This design comes from an exercise in tuning for small area, a short achievable clock period and few clock cycles on the open sky130 flow, not from production work.
Only simulation tests tie the RTL to the original design; equivalence was not proved.
Power and IR drop assume default switching activity.

[config.mk]
export PLATFORM = sky130hd
export DESIGN_NAME = LASER
export DESIGN_NICKNAME = LASER
export VERILOG_FILES = /design/flow/design.v
export SDC_FILE = /design/flow/constraint.sdc
export NUM_CORES = 4
export LEC_CHECK = 0
export CAP_MARGIN = 20
export CORE_MARGIN = 2
export CORE_UTILIZATION = 40
export SLEW_MARGIN = 20
[constraint.sdc]
create_clock -name core_clock -period 8.0 [get_ports {CLK}]
set_input_delay 1.6000 -clock core_clock [delete_from_list [all_inputs] [get_ports {CLK}]]
set_output_delay 1.6000 -clock core_clock [all_outputs]
set_load 0.01 [all_outputs]
[design.v]
module LASER (
input CLK,  
input RST,  
input [3:0] X,  
input [3:0] Y,  
output reg [3:0] C1X,  
output reg [3:0] C1Y,  
output reg [3:0] C2X,  
output reg [3:0] C2Y,  
output reg DONE);  
reg [3:0] mov_cir_x;
reg [3:0] mov_cir_y;
reg [3:0] ob_x [39:0];  
reg [3:0] ob_y [39:0];  
localparam INPUT = 3'd0,  
           SET_C2_UPDATE_C1 = 3'd1,  
           SET_C1_UPDATE_C2 = 3'd2,  
           OUTPUT = 3'd7; 
reg [2:0] state;
reg [5:0] cnt;
reg first_step;  
wire [3:0] coor_max_x;
wire [3:0] coor_max_y;
wire [3:0] coor_min_x;
assign coor_max_x = first_step ? 4'd15 : 4'd13;
assign coor_max_y = first_step ? 4'd15 : 4'd12;
assign coor_min_x = first_step ? 4'd0  : 4'd2;  
wire [3:0] cir_x, cir_y;
assign cir_x = mov_cir_x;
assign cir_y = mov_cir_y;
wire [5:0] idx0;
assign idx0 = {cnt[3:0], 2'b00};  
wire [5:0] idx1;
assign idx1 = {cnt[3:0], 2'b01};  
wire [5:0] idx2;
assign idx2 = {cnt[3:0], 2'b10};  
wire [5:0] idx3;
assign idx3 = {cnt[3:0], 2'b11};  
wire [3:0] abs_cir_minus_x0, abs_cir_minus_y0;  
wire [3:0] abs_cir_minus_x1, abs_cir_minus_y1;  
wire [3:0] abs_cir_minus_x2, abs_cir_minus_y2;  
wire [3:0] abs_cir_minus_x3, abs_cir_minus_y3;  
assign abs_cir_minus_x0 = (cir_x >= ob_x[idx0]) ? (cir_x - ob_x[idx0]) : (ob_x[idx0] - cir_x);
assign abs_cir_minus_y0 = (cir_y >= ob_y[idx0]) ? (cir_y - ob_y[idx0]) : (ob_y[idx0] - cir_y);
assign abs_cir_minus_x1 = (cir_x >= ob_x[idx1]) ? (cir_x - ob_x[idx1]) : (ob_x[idx1] - cir_x);
assign abs_cir_minus_y1 = (cir_y >= ob_y[idx1]) ? (cir_y - ob_y[idx1]) : (ob_y[idx1] - cir_y);
assign abs_cir_minus_x2 = (cir_x >= ob_x[idx2]) ? (cir_x - ob_x[idx2]) : (ob_x[idx2] - cir_x);
assign abs_cir_minus_y2 = (cir_y >= ob_y[idx2]) ? (cir_y - ob_y[idx2]) : (ob_y[idx2] - cir_y);
assign abs_cir_minus_x3 = (cir_x >= ob_x[idx3]) ? (cir_x - ob_x[idx3]) : (ob_x[idx3] - cir_x);
assign abs_cir_minus_y3 = (cir_y >= ob_y[idx3]) ? (cir_y - ob_y[idx3]) : (ob_y[idx3] - cir_y);
reg cir_cover0, cir_cover1, cir_cover2, cir_cover3;  
reg [39:0] current_every_cover ;  
reg [39:0] best_every_cover_C1 ;  
reg [39:0] best_every_cover_C2 ;  
wire is_c1_state, best_every_cover_idx0, best_every_cover_idx1, best_every_cover_idx2, best_every_cover_idx3;
assign is_c1_state = (state == SET_C2_UPDATE_C1);
assign best_every_cover_idx0 = is_c1_state ? best_every_cover_C2[idx0] : best_every_cover_C1[idx0];
assign best_every_cover_idx1 = is_c1_state ? best_every_cover_C2[idx1] : best_every_cover_C1[idx1];
assign best_every_cover_idx2 = is_c1_state ? best_every_cover_C2[idx2] : best_every_cover_C1[idx2];
assign best_every_cover_idx3 = is_c1_state ? best_every_cover_C2[idx3] : best_every_cover_C1[idx3];
wire cover_OR0, cover_OR1, cover_OR2, cover_OR3;
assign cover_OR0 = cir_cover0 | best_every_cover_idx0;
assign cover_OR1 = cir_cover1 | best_every_cover_idx1;
assign cover_OR2 = cir_cover2 | best_every_cover_idx2;
assign cover_OR3 = cir_cover3 | best_every_cover_idx3;
wire [1:0] sum_01, sum_23; 
wire [2:0] sum_cover;
assign sum_01 = cover_OR0 + cover_OR1;
assign sum_23 = cover_OR2 + cover_OR3;
assign sum_cover = sum_01 + sum_23;
reg [5:0] total_cover; 
reg [5:0] total_cover_current;  
wire is_better_or_eq;  
assign is_better_or_eq = (total_cover_current >= total_cover);
wire scan_done;
assign scan_done = (mov_cir_x == coor_max_x && mov_cir_y == coor_max_y);
wire x_end;
assign x_end = (mov_cir_x == coor_max_x);
reg [3:0] best_C1X, best_C1Y, best_C2X, best_C2Y;
always @(*) begin
    case (abs_cir_minus_x0)  
        0: cir_cover0 = (abs_cir_minus_y0 <= 5'd4);
        1, 2: cir_cover0 = (abs_cir_minus_y0 <= 5'd3);
        3: cir_cover0 = (abs_cir_minus_y0 <= 5'd2);
        4: cir_cover0 = (abs_cir_minus_y0 == 0);
        default: cir_cover0 = 0;
    endcase
    case (abs_cir_minus_x1) 
        0: cir_cover1 = (abs_cir_minus_y1 <= 5'd4);
        1, 2: cir_cover1 = (abs_cir_minus_y1 <= 5'd3);
        3: cir_cover1 = (abs_cir_minus_y1 <= 5'd2);
        4: cir_cover1 = (abs_cir_minus_y1 == 0);
        default: cir_cover1 = 0;
    endcase
    case (abs_cir_minus_x2) 
        0: cir_cover2 = (abs_cir_minus_y2 <= 5'd4);
        1, 2: cir_cover2 = (abs_cir_minus_y2 <= 5'd3);
        3: cir_cover2 = (abs_cir_minus_y2 <= 5'd2);
        4: cir_cover2 = (abs_cir_minus_y2 == 0);
        default: cir_cover2 = 0;
    endcase
    case (abs_cir_minus_x3) 
        0: cir_cover3 = (abs_cir_minus_y3 <= 5'd4);
        1, 2: cir_cover3 = (abs_cir_minus_y3 <= 5'd3);
        3: cir_cover3 = (abs_cir_minus_y3 <= 5'd2);
        4: cir_cover3 = (abs_cir_minus_y3 == 0);
        default: cir_cover3 = 0;
    endcase
end
always @(posedge CLK or posedge RST) begin
    if (RST) begin
        DONE <= 1'b0;
        C1X <= 1'b0;
        C1Y <= 1'b0;
        C2X <= 1'b0;
        C2Y <= 1'b0;
        cnt <= 0;
        first_step <= 1'b1;  
        mov_cir_x <= 0;
        mov_cir_y <= 0;
        best_C1X <= 4'd0; best_C1Y <= 4'd0;
        best_C2X <= 4'd0; best_C2Y <= 4'd0;
        current_every_cover <= 0;
        best_every_cover_C1 <= 0;
        best_every_cover_C2 <= 0;
        total_cover_current <= 0;
        total_cover <= 0;
        state <= INPUT;
    end else begin
        case (state)
            INPUT: begin  
                ob_x[cnt] <= X;
                ob_y[cnt] <= Y;
                cnt <= cnt + 1'd1;
                if (cnt == 6'd39) begin
                    cnt <= 0;
                    state <= SET_C2_UPDATE_C1;
                end
            end 
            SET_C2_UPDATE_C1: begin
                if (cnt == 6'd10) begin  
                    cnt <= 0;
                    total_cover_current <= 0;
                    if (scan_done) begin  
                        total_cover <= 0;
                        best_C1X <= C1X;
                        best_C1Y <= C1Y;
                        first_step <= 1'b0;
                        if (best_C1X == C1X && best_C1Y == C1Y) begin
                            state <= OUTPUT;
                        end else begin
                            state <= SET_C1_UPDATE_C2;
                            mov_cir_x <= 4'd2;  
                            mov_cir_y <= 4'd2;
                        end
                    end else begin
                        if (is_better_or_eq) begin 
                            total_cover <= total_cover_current;
                            best_every_cover_C1 <= current_every_cover;
                            C1X <= mov_cir_x;
                            C1Y <= mov_cir_y;
                        end
                        if (x_end) begin  
                            mov_cir_x <= coor_min_x;  
                            mov_cir_y <= mov_cir_y + 1'd1;
                        end else begin
                            mov_cir_x <= mov_cir_x + 1'd1;
                        end
                    end
                end else begin
                    current_every_cover[idx0] <= cir_cover0;
                    current_every_cover[idx1] <= cir_cover1;
                    current_every_cover[idx2] <= cir_cover2;
                    current_every_cover[idx3] <= cir_cover3;
                    total_cover_current <= total_cover_current + {3'b00, sum_cover};
                    cnt <= cnt + 1'd1;
                end
            end
            SET_C1_UPDATE_C2: begin
                if (cnt == 6'd10) begin  
                    cnt <= 0;
                    total_cover_current <= 0;
                    if (scan_done) begin  
                        total_cover <= 0;
                        best_C2X <= C2X;
                        best_C2Y <= C2Y;
                        if (best_C2X == C2X && best_C2Y == C2Y) begin
                            state <= OUTPUT;
                        end else begin
                            state <= SET_C2_UPDATE_C1;
                            mov_cir_x <= 4'd2;  
                            mov_cir_y <= 4'd2;
                        end
                    end else begin
                        if (is_better_or_eq) begin  
                            total_cover <= total_cover_current;
                            best_every_cover_C2 <= current_every_cover;
                            C2X <= mov_cir_x;
                            C2Y <= mov_cir_y;
                        end
                        if (x_end) begin  
                            mov_cir_x <= 4'd2;  
                            mov_cir_y <= mov_cir_y + 1'd1;
                        end else begin
                            mov_cir_x <= mov_cir_x + 1'd1;
                        end
                    end
                end else begin
                    current_every_cover[idx0] <= cir_cover0;
                    current_every_cover[idx1] <= cir_cover1;
                    current_every_cover[idx2] <= cir_cover2;
                    current_every_cover[idx3] <= cir_cover3;
                    total_cover_current <= total_cover_current + {3'b00, sum_cover}; 
                    cnt <= cnt + 1'd1;
                end
            end
            OUTPUT: begin
                if (DONE == 1'b1) begin
                    DONE <= 1'b0;
                    C1X <= 1'b0;
                    C1Y <= 1'b0;
                    C2X <= 1'b0;
                    C2Y <= 1'b0;
                    cnt <= 0;
                    first_step <= 1'b1;  
                    mov_cir_x <= 0;
                    mov_cir_y <= 0;
                    best_C1X <= 4'd0; best_C1Y <= 4'd0;
                    best_C2X <= 4'd0; best_C2Y <= 4'd0;
                    current_every_cover <= 0;
                    best_every_cover_C1 <= 0;
                    best_every_cover_C2 <= 0;
                    total_cover_current <= 0;
                    total_cover <= 0;
                    state <= INPUT;
                end else begin
                    DONE <= 1'b1;
                end
            end
            default: ;
        endcase
    end
end
endmodule
[run.sh]
#!/bin/bash
# synth_recipe.tcl (not shown) runs the flow's synth.tcl, then flattens the netlist and writes it again
# the make line also repeats each setting of config.mk as NAME=value (left out here)
make -C /OpenROAD-flow-scripts/flow DESIGN_CONFIG=/design/flow/config.mk WORK_HOME=/design/flow/orfs CLKGATE_MAP_FILE= SYNTH_SCRIPT=/design/flow/synth_recipe.tcl finish
==> summary.txt <==
stage by stage:
| stage | instances | setup slack (ns) | hold WS, ns | power [mW] | cell area (um2) |
|---|---|---|---|---|---|
| 6_report | 2606 | 0.5019 | 0.4762 | 5.235 | 26100 |
| 5_1_grt | 2606 | 0.02294 | 0.5180 | 5.375 | 26100 |
| 4_1_cts | 2605 | 0.6042 | 0.4838 | 5.271 | 26070 |
| 3_5_place_dp | 2508 | 0.6407 | 0.4851 | 2.876 | 24370 |
| 3_3_place_gp | 2507 | 0.8018 | 0.4806 | 2.875 | 24350 |
| 2_1_floorplan | 1793 | 1.430 | 0.4631 | 2.836 | 23300 |
synth_stat cells, drive strengths merged, types with 12 or more instances:
master / instances / area [um2]
mux2i: 16 / 160.2
a21oi: 44 / 239.0
dfrtp: 182 / 4554
xor2: 21 / 183.9
nor2b: 15 / 93.84
clkbuf: 61 / 229.0
edfxtp: 320 / 9609
o31ai: 20 / 200.2
inv: 65 / 244.0
a22o: 18 / 157.7
nor2: 72 / 277.8
o211ai: 13 / 97.59
nand3: 39 / 195.2
o21ai: 116 / 588.1
ha: 82 / 1026
a32o: 95 / 950.9
a22oi: 97 / 728.2
and2: 17 / 106.4
and3: 12 / 75.07
fa: 19 / 380.4
buf: 59 / 310.3
a31oi: 27 / 175.2
mux4: 20 / 450.4
nor3: 12 / 60.06
nand4: 17 / 106.4
nand2: 164 / 625.6
a221oi: 46 / 409.1
path summary, 6_finish.rpt:
kind / from / end / depth (start not counted) / slack, ns
worst max-delay path: cnt[1]$_DFFE_PP0P_ / total_cover_current[5]$_DFFE_PP0P_ / 25 / 0.50
worst max register to register: cnt[1]$_DFFE_PP0P_ / total_cover_current[5]$_DFFE_PP0P_ / 25 / 0.50
min in group asynchronous: RST / DONE$_DFFE_PP0P_ / 2 / 1.66
max in group asynchronous: RST / best_every_cover_C2[33]$_DFFE_PP0P_ / 3 / 4.98
worst min register to register: current_every_cover[29]$_DFFE_PP0P_ / best_every_cover_C1[29]$_DFFE_PP0P_ / 1 / 0.48
worst min-delay path: current_every_cover[29]$_DFFE_PP0P_ / best_every_cover_C1[29]$_DFFE_PP0P_ / 1 / 0.48
placed cells by master, fill, tap and decap left out, types with 14 or more instances in the layout:
cell type and count:
a21oi_1 40, a221oi_1 45, a22o_1 18, a22oi_1 97, a31oi_1 26, a32o_1 95, and2_1 15, buf_4 40
clkbuf_16 52, clkdlybuf4s50_1 26, clkinv_2 14, dfrtp_1 181, edfxtp_1 320, fa_1 19, ha_1 82, inv_1 63
mux2i_1 16, mux4_2 20, nand2_1 161, nand3_1 37, nand4_1 17, nor2_1 69, nor2b_1 15, o21ai_0 70
o21ai_1 44, xor2_1 21
kinds of logic after synthesis:
family,count (synthesis)
flip-flops,503
adder cells (fa/ha/maj),105
AND/OR/NAND/NOR,387
buffers and inverters,185
AO/OA/AOI/OAI,544
XOR/XNOR,28
multiplexers,41
power groups by stage:
stage          Sequential, mW  Clock, mW  Combinational [mW]
3_3_place_gp             2.82          0              0.0530
2_1_floorplan            2.82          0              0.0134
6_report                 2.77       2.41              0.0532
4_1_cts                  2.77       2.45              0.0542
3_5_place_dp             2.82          0              0.0545
5_1_grt                  2.77       2.55              0.0592
per-layer routing:
layer	vias to the layer above	wire length, um
met1	8074	27530
met3	101	4634
met4	0	1492
met2	596	30540
li1	6978	-
met5	-	0
final cells by class:
type / instances / share of cell area
clock buffer: 67 / 0.05279
clock inverter: 30 / 0.01227
inverter: 65 / 0.009542
multi-input combinational: 1105 / 0.3199
sequential: 503 / 0.5438
tap: 765 / 0.03668
timing repair buffer: 71 / 0.02498
worst max-delay path: cells and delay by family (launching register included):
kind | cells | cell delay [ns]
buffers and inverters | 4 | 0.95
AND/OR/NAND/NOR | 4 | 1.13
flip-flops | 1 | 0.68
adder cells (fa/ha/maj) | 6 | 2.15
AO/OA/AOI/OAI | 10 | 2.27
XOR/XNOR | 1 | 0.18
flip-flops by register name (all words and copies together), names as in the netlist, 6 cells and up:
register	count
best_every_cover_C2	40
ob_y	160
current_every_cover	40
best_every_cover_C1	40
ob_x	160
total_cover	6
cnt	6
total_cover_current	6
==> impl_metrics.py <==
metrics = {
    "logic_synthesis": {
        "synth_adder_area_share": 0.06219,
        "ys_seq_area_frac": 0.6091,
        "synth-xor-area-share": 0.01053,
        "synth_edf_count": 320,
        "syn_area_per_cell_um2": 12.99,
        "synth_cell_type_count": 86,
        "syn-cell-area_um2": 23300,
        "syn_nets": 1904,
        "synth-warning-count": 3,
        "synth-simple-area-share": 0.07916,
        "synth_top_family_by_area": "compound AO/OA/AOI/OAI gates",
        "synth_compound_area_frac": 0.1768,
        "synth_mux_area_frac": 0.02863,
        "netlist_instances": 1793,
        "async_flop_share": 0.3638,
        "ys_ff_latch": 503,
        "synthFlopType": "edfxtp_1",
    },
    "job": {
        "maxCapViolCount": 0,
    },
    "global_routing": {
        "grt_pass1_wl_um": 98410,
        "overflow": 0,
        "grt_util_met1": 0.2953,
        "grt_pass1_vias": 15680,
        "grtUsageTotal": 0.2146,
        "grt.busiest_layer": "met2",
        "grt_max_degree": 105,
        "gr-usage-met3": 0.03874,
        "grtUsageMet2": 0.3499,
        "antenna_found_initial": 0,
    },
    "finish": {
        "syn_to_final_growth_pct": 12.01,
        "drive_gt1_frac": 0.1037,
        "multiInputGateArea_um2": 8348,
        "regArea_um2": 14190,
        "fillers": 5113,
        "final_nets": 1909,
        "insertedDiodeCount": 0,
        "post-route-util": 0.4532,
    },
    "power_and_ir_drop": {
        "p_comb_frac": 0.010,
        "p_seq_frac": 0.529,
        "power_switching_mw": 1.098,
        "p_clk_frac": 0.461,
        "ir_drop_mv": 0.1628,
        "p_int_mw": 4.137,
        "p_sw_frac": 0.2097,
        "leakage_nw": 9.789,
        "power.density_nw_per_um2": 200.6,
    },
    "clocking": {
        "cts.clk_slew.worst_paths_ns": 0.06,
        "hold_buffers": 0,
        "numCtsBuffers": 52,
        "cts_setup_buffers": 0,
        "cts_resized": 0,
        "clk_latency_ns": 0.64,
        "cts.sinks": 503,
        "cts_tree": "yes",
        "cts_max_level": 2,
        "clk_path_buf_depth": 3,
        "cts_root_buffer": "clkbuf_16",
    },
    "sta": {
        "setup_tns_ns": 0,
        "finalSetupViolations": 0,
        "finClkSkew_ns": 0.06347,
        "fin_crit_ns": 7.498,
        "finalHoldViolations": 0,
        "fmax_ghz": 0.1334,
        "relSlewSlack": 0.2577,
        "worst_pin_slew_ns": 1.113,
        "drv_slew": 0,
        "rsz0062_at_grt": "no",
        "period_share": 0.9373,
    },
    "worst_setup_path": {
        "crit_slowest_cell": "dfrtp_1",
        "cp-end-kind": "flip-flop",
        "crit_arrival_ns": 8.00,
        "path_class": "reg2reg",
        "cpPeakStageDelay_ns": 0.68,
        "crit_path_start_kind": "flip-flop",
        "required_ns": 8.51,
        "cp_max_fo": 18,
    },
    "die": {
        "rows": 88,
        "die_h_um": 245.3,
        "die_area_um2": 60190,
        "start_util": 0.4046,
        "core_um2": 57590,
        "dieWidth_um": 245.3,
        "io_pins": 27,
    },
    "placement": {
        "portBuffers": 26,
        "gp_congestion": 0.8756,
        "dp_hpwl_um": 41760,
    },
    "min_path": {
        "hold_path.class": "reg2reg",
    },
    "route": {
        "viasPerCell": 6.043,
        "totalWireLength_um": 64200,
        "post-route-drc-count": 0,
        "vias": 15750,
        "drtIter0Drc": 1617,
        "wl_per_cell_um": 24.64,
        "dr.pass1.iters": 5,
        "antenna_left": 0,
    },
    "outcome": {
        "status": "timing/DRC/antenna clean",
    },
}
Testbench counts, summed over its fixed seeds: cycles 934,880.

## static timing again, ports no longer ideal
In the flow no input, the clock included, has a driving cell. The finished layout below was timed again as built, in two steps.
Step 1: set_driving_cell puts a clkbuf_16 on CLK and a buf_2 on each other input, an assumption about the parent block.
Step 2 moves the port delays by t, midway between the first and last clock arrival at a register: inputs arrive t later, outputs are due t later. That takes back most of the time a late clock gives input paths.
Three values: ideal ports, drivers, drivers and shift; two values: the first two.
t, ns: 0.662
slack for setup (ns): 0.502 / 0.502 / 0.502
hold WS [ns]: 0.476 / 0.476 / 0.476
After both steps this run still meets setup and hold. For this run, drivers alone change the setup slack by 0.000 ns; drivers and shift together by 0.000 ns.
